This design comes from an exercise in tuning for small area, a short achievable clock period and few clock cycles on the open sky130 flow, not from production work.

## run a
==> flow/design.v <==
`default_nettype none
module	qoi_encoder (
		input	wire		i_clk, i_reset,
		input	wire		s_valid,
		output	wire		s_ready,
		input	wire	[23:0]	s_data,
		input	wire		s_last, s_user,
		output	reg		o_qvalid,
		input	wire		i_qready,
		output	wire	[63:0]	o_qdata,
		output	reg	[2:0]	o_qbytes,
		output	reg		o_qlast
	);
	reg	r_ready, r_stall;
	wire	stall = r_stall;
	assign	s_ready = r_ready;
	reg		ir_v, ir_h, ir_l;
	reg	[23:0]	ir_px;
	reg	[5:0]	ir_hx, ir_hy;
	always @(posedge i_clk)
	if (i_reset)
		ir_v <= 1'b0;
	else if (!stall)
		ir_v <= s_valid;
	always @(posedge i_clk)
	if (!stall)
	begin
		ir_px <= s_data;
		ir_h  <= s_user;
		ir_l  <= s_user && s_last;
		ir_hx <= s_data[21:16] + { s_data[20:16], 1'b0 }
			+ s_data[13:8] + { s_data[11:8], 2'b0 };
		ir_hy <= { s_data[2:0], 3'b0 } - s_data[5:0] + 6'd53;
	end
	reg		hseen, h2, vseen;
	reg	[15:0]	wcnt, hcnt;
	wire		syncd = h2 && vseen;
	always @(posedge i_clk)
	if (i_reset)
	begin
		hseen <= 1'b0;
		h2    <= 1'b0;
		vseen <= 1'b0;
		wcnt  <= 16'h0;
		hcnt  <= 16'h0;
	end else if (!stall && ir_v)
	begin
		if (!hseen)
			wcnt <= wcnt + 1'b1;
		if (ir_h)
		begin
			hseen <= 1'b1;
			if (hseen)
				h2 <= 1'b1;
			if (!vseen)
				hcnt <= hcnt + 1'b1;
			if (ir_l)
				vseen <= 1'b1;
		end
	end
	reg		a_v, a_l, a_ep;
	reg	[23:0]	a_px;
	reg	[7:0]	a_dr, a_dg, a_db;
	reg	[63:0]	a_sel;		 
	reg	[5:0]	a_idx;		 
	reg		a_same;		 
	wire	[23:0]	prevpx = (a_v && !a_l) ? a_px : 24'h0;
	wire		eq = (ir_px == prevpx);
	wire		in_a = ir_v && syncd;
	wire		mv_a = a_v && (in_a || a_l);
	wire	[5:0]	ir_idx = ir_hx + ir_hy;
	always @(posedge i_clk)
	if (i_reset)
		a_v <= 1'b0;
	else if (!stall)
	begin
		if (in_a)
			a_v <= 1'b1;
		else if (a_l)
			a_v <= 1'b0;
	end
	always @(posedge i_clk)
	if (!stall && in_a)
	begin
		a_px  <= ir_px;
		a_l   <= ir_l;
		a_ep  <= eq;
		a_dr  <= ir_px[23:16] - prevpx[23:16];
		a_dg  <= ir_px[15: 8] - prevpx[15: 8];
		a_db  <= ir_px[ 7: 0] - prevpx[ 7: 0];
		a_sel <= 64'h1 << ir_idx;
		a_idx <= ir_idx;
		a_same <= (ir_idx == a_idx);
	end
	reg	[17:0]	tbl	[0:63];
	reg	[63:0]	tbl_v;
	reg	[17:0]	rd_px;
	reg		rd_v;
	integer	j;
	always @(*)
	begin
		rd_px = 18'h0;
		rd_v  = 1'b0;
		for (j = 0; j < 64; j = j + 1)
		if (a_sel[j])
		begin
			rd_px = rd_px | tbl[j];
			rd_v  = rd_v  | tbl_v[j];
		end
	end
	reg		b_v, b_l, b_ep, b_en, b_tv, b_small;
	reg	[23:0]	b_px;
	reg	[17:0]	b_tpx;
	reg	[5:0]	b_idx;
	reg	[7:0]	b_dr, b_dg, b_db;
	always @(posedge i_clk)
	if (i_reset)
		b_v <= 1'b0;
	else if (!stall)
		b_v <= mv_a;
	always @(posedge i_clk)
	if (!stall && mv_a)
	begin
		b_px  <= a_px;
		b_l   <= a_l;
		b_ep  <= a_ep;
		b_en  <= eq;
		b_idx <= a_idx;
		b_tv  <= rd_v && !(b_v && (b_l || a_same));
		b_tpx <= rd_px;
		b_small <= ((&a_dr[7:1]) || !(|a_dr[7:1]))
			&& ((&a_dg[7:1]) || !(|a_dg[7:1]))
			&& ((&a_db[7:1]) || !(|a_db[7:1]));
		b_dr  <= a_dr;
		b_dg  <= a_dg;
		b_db  <= a_db;
	end
	always @(posedge i_clk)
	if (!stall && b_v)
		tbl[b_idx] <= { b_px[23:8], b_px[7:6] };
	always @(posedge i_clk)
	if (i_reset)
		tbl_v <= 64'h0;
	else if (!stall && b_v)
	begin
		if (b_l)
			tbl_v <= 64'h0;
		else
			tbl_v[b_idx] <= 1'b1;
	end
	reg		run_on;
	reg	[5:0]	rep;
	reg		d_v, d_l;
	reg	[31:0]	d_data;
	reg	[2:0]	d_n;
	reg	[31:0]	ck;
	reg	[2:0]	cn;
	wire	[5:0]	rep_i = (b_ep && run_on && (rep != 6'd61))
					? (rep + 1'b1) : 6'd0;
	wire		emit_run = b_l || !b_en
				|| (run_on && (rep == 6'd60));
	wire		hit = b_tv && (b_tpx == { b_px[23:8], b_px[7:6] });
	wire	[7:0]	b_drg = b_dr - b_dg;
	wire	[7:0]	b_dbg = b_db - b_dg;
	wire		b_luma = ((&b_dg[7:5]) || !(|b_dg[7:5]))
			&& ((&b_drg[7:3]) || !(|b_drg[7:3]))
			&& ((&b_dbg[7:3]) || !(|b_dbg[7:3]));
	wire	[5:0]	b_dc = { !b_dr[1], b_dr[0], !b_dg[1], b_dg[0],
				!b_db[1], b_db[0] };
	wire	[13:0]	b_lc = { !b_dg[5], b_dg[4:0], !b_drg[3], b_drg[2:0],
				!b_dbg[3], b_dbg[2:0] };
	always @(*)
	begin
		if (b_ep)
		begin
			ck = emit_run ? { 2'b11, rep_i, 24'h0 } : 32'h0;
			cn = emit_run ? 3'd1 : 3'd0;
		end else if (hit)
		begin
			ck = { 2'b00, b_idx, 24'h0 };
			cn = 3'd1;
		end else if (b_small)
		begin
			ck = { 2'b01, b_dc, 24'h0 };
			cn = 3'd1;
		end else if (b_luma)
		begin
			ck = { 2'b10, b_lc, 16'h0 };
			cn = 3'd2;
		end else begin
			ck = { 8'hfe, b_px };
			cn = 3'd4;
		end
	end
	always @(posedge i_clk)
	if (i_reset)
		run_on <= 1'b0;
	else if (!stall && b_v)
		run_on <= b_ep && !b_l;
	always @(posedge i_clk)
	if (!stall && b_v)
		rep <= rep_i;
	always @(posedge i_clk)
	if (i_reset)
		d_v <= 1'b0;
	else if (!stall)
		d_v <= b_v;
	always @(posedge i_clk)
	if (!stall && b_v)
	begin
		d_l    <= b_l;
		d_data <= ck;
		d_n    <= cn;
	end
	localparam	[1:0]	P_IDLE = 2'd0, P_FILE = 2'd1, P_TRL = 2'd2,
				P_DRAIN = 2'd3;
	reg	[1:0]	pst;
	reg	[4:0]	fill;
	reg		acc_ok;
	reg	[7:0]	acc	[0:15];
	wire		take = o_qvalid && i_qready;
	wire		hdr = (pst == P_IDLE) && (a_v || b_v || d_v);
	wire		app_c = d_v && acc_ok;
	wire		app_t = (pst == P_TRL) && ((fill <= 5'd8) || take);
	wire		lastword = (pst == P_DRAIN) && (fill <= 5'd8);
	reg	[31:0]	ckr;
	wire	[7:0]	lane	[0:3];
	always @(*)
	case (fill[1:0])
	2'd0: ckr = d_data;
	2'd1: ckr = { d_data[7:0], d_data[31:8] };
	2'd2: ckr = { d_data[15:0], d_data[31:16] };
	2'd3: ckr = { d_data[23:0], d_data[31:24] };
	endcase
	assign	lane[0] = ckr[31:24];
	assign	lane[1] = ckr[23:16];
	assign	lane[2] = ckr[15: 8];
	assign	lane[3] = ckr[ 7: 0];
	reg	[7:0]	hb	[0:15];
	reg	[7:0]	xb	[0:23];
	reg	[7:0]	nb	[0:15];
	reg	[4:0]	fa, fn;
	reg	[1:0]	pn;
	integer	k;
	always @(*)
	begin
		hb[ 0] = 8'h71; hb[ 1] = 8'h6f; hb[ 2] = 8'h69; hb[ 3] = 8'h66;
		hb[ 4] = 8'h00; hb[ 5] = 8'h00;
		hb[ 6] = wcnt[15:8]; hb[ 7] = wcnt[7:0];
		hb[ 8] = 8'h00; hb[ 9] = 8'h00;
		hb[10] = hcnt[15:8]; hb[11] = hcnt[7:0];
		hb[12] = 8'h03; hb[13] = 8'h01;
		hb[14] = 8'h00; hb[15] = 8'h00;
		for (k = 0; k < 24; k = k + 1)
		begin
			xb[k] = (k < 16) ? acc[k[3:0]] : 8'h0;
			if (app_c && (k[4:0] >= fill) && (k[4:0] < fill + 5'd4))
				xb[k] = xb[k] | lane[k[1:0]];
			if (app_t && (k[4:0] == fill + 5'd7))
				xb[k] = xb[k] | 8'h01;
		end
		for (k = 0; k < 16; k = k + 1)
		begin
			if (hdr)
				nb[k] = hb[k];
			else if (take)
				nb[k] = xb[k+8];
			else
				nb[k] = xb[k];
		end
		fa = fill;
		if (app_c)
			fa = fa + d_n;
		if (app_t)
			fa = fa + 5'd8;
		pn = pst;
		case (pst)
		P_IDLE:  if (hdr) pn = P_FILE;
		P_FILE:  if (app_c && d_l) pn = P_TRL;
		P_TRL:   if (app_t) pn = P_DRAIN;
		P_DRAIN: if (take && lastword) pn = P_IDLE;
		endcase
		if (hdr)
			fn = 5'd14;
		else if (take && lastword)
			fn = 5'd0;
		else if (take)
			fn = fa - 5'd8;
		else
			fn = fa;
	end
	always @(posedge i_clk)
	for (k = 0; k < 16; k = k + 1)
		acc[k] <= nb[k];
	always @(posedge i_clk)
	if (i_reset)
	begin
		pst      <= P_IDLE;
		fill     <= 5'd0;
		acc_ok   <= 1'b0;
		o_qvalid <= 1'b0;
		o_qlast  <= 1'b0;
		o_qbytes <= 3'd0;
		r_ready  <= 1'b1;
		r_stall  <= 1'b0;
	end else begin
		pst      <= pn;
		fill     <= fn;
		acc_ok   <= (pn == P_FILE) && (fn <= 5'd12);
		o_qvalid <= (fn >= 5'd8) || ((pn == P_DRAIN) && (fn != 5'd0));
		o_qlast  <= (pn == P_DRAIN) && (fn <= 5'd8);
		o_qbytes <= ((pn == P_DRAIN) && (fn <= 5'd8)) ? fn[2:0] : 3'd0;
		r_ready  <= !((stall ? d_v : b_v)
				&& !((pn == P_FILE) && (fn <= 5'd12)));
		r_stall  <= ((stall ? d_v : b_v)
				&& !((pn == P_FILE) && (fn <= 5'd12)));
	end
	assign	o_qdata = { acc[0], acc[1], acc[2], acc[3],
				acc[4], acc[5], acc[6], acc[7] };
endmodule
make LEC_CHECK=0 ABC_CLOCK_PERIOD_IN_PS=2500 CAP_MARGIN=20 CORE_MARGIN=2 CORE_UTILIZATION=40 CTS_CLUSTER_DIAMETER=70 CTS_CLUSTER_SIZE=24 SETUP_SLACK_MARGIN=3.0 SLEW_MARGIN=20 finish   # period 5.5 ns
run.sh (not shown) runs the stock make flow with config.mk's settings and CLKGATE_MAP_FILE= SYNTH_SCRIPT=/design/flow/synth_recipe.tcl, a recipe that flattens the netlist after the stock synthesis.
### run a -> run b
-- flow/design.v --
<<< run a, line 63
	reg	[7:0]	a_dr, a_dg, a_db;
	reg	[63:0]	a_sel;		 
	reg	[5:0]	a_idx;		 
	reg		a_same;		 
	wire	[23:0]	prevpx = (a_v && !a_l) ? a_px : 24'h0;
	wire		eq = (ir_px == prevpx);
>>> run b, line 63
	reg	[7:0]	a_dr, a_dg, a_db;
	reg	[63:0]	a_sel;		 
	wire	[23:0]	prevpx = (a_v && !a_l) ? a_px : 24'h0;
	wire		eq = (ir_px == prevpx);
<<< run a, line 90
		a_db  <= ir_px[ 7: 0] - prevpx[ 7: 0];
		a_sel <= 64'h1 << ir_idx;
		a_idx <= ir_idx;
		a_same <= (ir_idx == a_idx);
	end
	reg	[17:0]	tbl	[0:63];
>>> run b, line 88
		a_db  <= ir_px[ 7: 0] - prevpx[ 7: 0];
		a_sel <= 64'h1 << ir_idx;
	end
	reg	[17:0]	tbl	[0:63];
<<< run a, line 97
	reg	[17:0]	rd_px;
	reg		rd_v;
	integer	j;
	always @(*)
>>> run b, line 93
	reg	[17:0]	rd_px;
	reg		rd_v;
	reg	[5:0]	a_idx;
	integer	j;
	always @(*)
<<< run a, line 102
		rd_px = 18'h0;
		rd_v  = 1'b0;
		for (j = 0; j < 64; j = j + 1)
		if (a_sel[j])
>>> run b, line 99
		rd_px = 18'h0;
		rd_v  = 1'b0;
		a_idx = 6'h0;
		for (j = 0; j < 64; j = j + 1)
		if (a_sel[j])
<<< run a, line 107
			rd_px = rd_px | tbl[j];
			rd_v  = rd_v  | tbl_v[j];
		end
	end
	reg		b_v, b_l, b_ep, b_en, b_tv, b_small;
	reg	[23:0]	b_px;
	reg	[17:0]	b_tpx;
	reg	[5:0]	b_idx;
	reg	[7:0]	b_dr, b_dg, b_db;
	always @(posedge i_clk)
	if (i_reset)
>>> run b, line 105
			rd_px = rd_px | tbl[j];
			rd_v  = rd_v  | tbl_v[j];
			a_idx = a_idx | j[5:0];
		end
	end
	reg		b_v, b_l, b_ep, b_en, b_tv, b_small, b_luma;
	reg	[23:0]	b_px;
	reg	[17:0]	b_tpx;
	reg	[5:0]	b_idx, b_dc;
	reg	[13:0]	b_lc;
	wire	[7:0]	a_drg = a_dr - a_dg;
	wire	[7:0]	a_dbg = a_db - a_dg;
	always @(posedge i_clk)
	if (i_reset)
<<< run a, line 127
		b_en  <= eq;
		b_idx <= a_idx;
		b_tv  <= rd_v && !(b_v && (b_l || a_same));
		b_tpx <= rd_px;
		b_small <= ((&a_dr[7:1]) || !(|a_dr[7:1]))
			&& ((&a_dg[7:1]) || !(|a_dg[7:1]))
			&& ((&a_db[7:1]) || !(|a_db[7:1]));
		b_dr  <= a_dr;
		b_dg  <= a_dg;
		b_db  <= a_db;
	end
	always @(posedge i_clk)
>>> run b, line 128
		b_en  <= eq;
		b_idx <= a_idx;
		b_tv  <= rd_v && !(b_v && (b_l || (b_idx == a_idx)));
		b_tpx <= rd_px;
		b_small <= ((&a_dr[7:1]) || !(|a_dr[7:1]))
			&& ((&a_dg[7:1]) || !(|a_dg[7:1]))
			&& ((&a_db[7:1]) || !(|a_db[7:1]));
		b_luma <= ((&a_dg[7:5]) || !(|a_dg[7:5]))
			&& ((&a_drg[7:3]) || !(|a_drg[7:3]))
			&& ((&a_dbg[7:3]) || !(|a_dbg[7:3]));
		b_dc <= { !a_dr[1], a_dr[0], !a_dg[1], a_dg[0],
				!a_db[1], a_db[0] };
		b_lc <= { !a_dg[5], a_dg[4:0], !a_drg[3], a_drg[2:0],
				!a_dbg[3], a_dbg[2:0] };
	end
	always @(posedge i_clk)
<<< run a, line 161
				|| (run_on && (rep == 6'd60));
	wire		hit = b_tv && (b_tpx == { b_px[23:8], b_px[7:6] });
	wire	[7:0]	b_drg = b_dr - b_dg;
	wire	[7:0]	b_dbg = b_db - b_dg;
	wire		b_luma = ((&b_dg[7:5]) || !(|b_dg[7:5]))
			&& ((&b_drg[7:3]) || !(|b_drg[7:3]))
			&& ((&b_dbg[7:3]) || !(|b_dbg[7:3]));
	wire	[5:0]	b_dc = { !b_dr[1], b_dr[0], !b_dg[1], b_dg[0],
				!b_db[1], b_db[0] };
	wire	[13:0]	b_lc = { !b_dg[5], b_dg[4:0], !b_drg[3], b_drg[2:0],
				!b_dbg[3], b_dbg[2:0] };
	always @(*)
	begin
>>> run b, line 166
				|| (run_on && (rep == 6'd60));
	wire		hit = b_tv && (b_tpx == { b_px[23:8], b_px[7:6] });
	always @(*)
	begin
Results
Relative to run a, count of vias placed by the detailed router decreased by 671 in run b.
Re total area of sequential cells: run b is 0.59% down on run a.
Looking at wire length on met3, run b sits below run a.
Changes observed in run b relative to run a: number of global-route vias before repair dropped about 2.3%, area taken by multi-input logic gates saw a decrease.
The higher worst-case setup margin in the final layout came out of run b.
Changes observed in run b relative to run a: die height moved down, synthesized flop and latch total moved down, share of final layout cell area taken by clock buffers and inverters moved up.
No functional check of the RTL was part of any run of this note.

==> port drivers added, routing unchanged <==
No port has a modelled driver above. Below, the same layouts with a new extraction and two added sets of constraints.
Step 1, drivers: a clkbuf_16 drives i_clk and a buf_2 each remaining input, both assumed.
Step 2 moves the port delays by t, midway between the first and last clock arrival at a register: inputs arrive t later, outputs are due t later. That takes back most of the time a late clock gives input paths.
Slacks: no drivers / after step 1 / after step 2; pairs: no drivers / after step 1.
run | t (ns) | slack for setup (ns) | pins driven straight from the clock port
run a | 0.832 | 2.467 / 2.467 / 2.221 | 1
run b | 0.834 | 2.591 / 2.591 / 2.237 | 1
After both steps every run listed still meets setup and hold. For run b, which loses most, drivers alone change the setup slack by 0.000 ns; drivers and shift together by -0.354 ns.
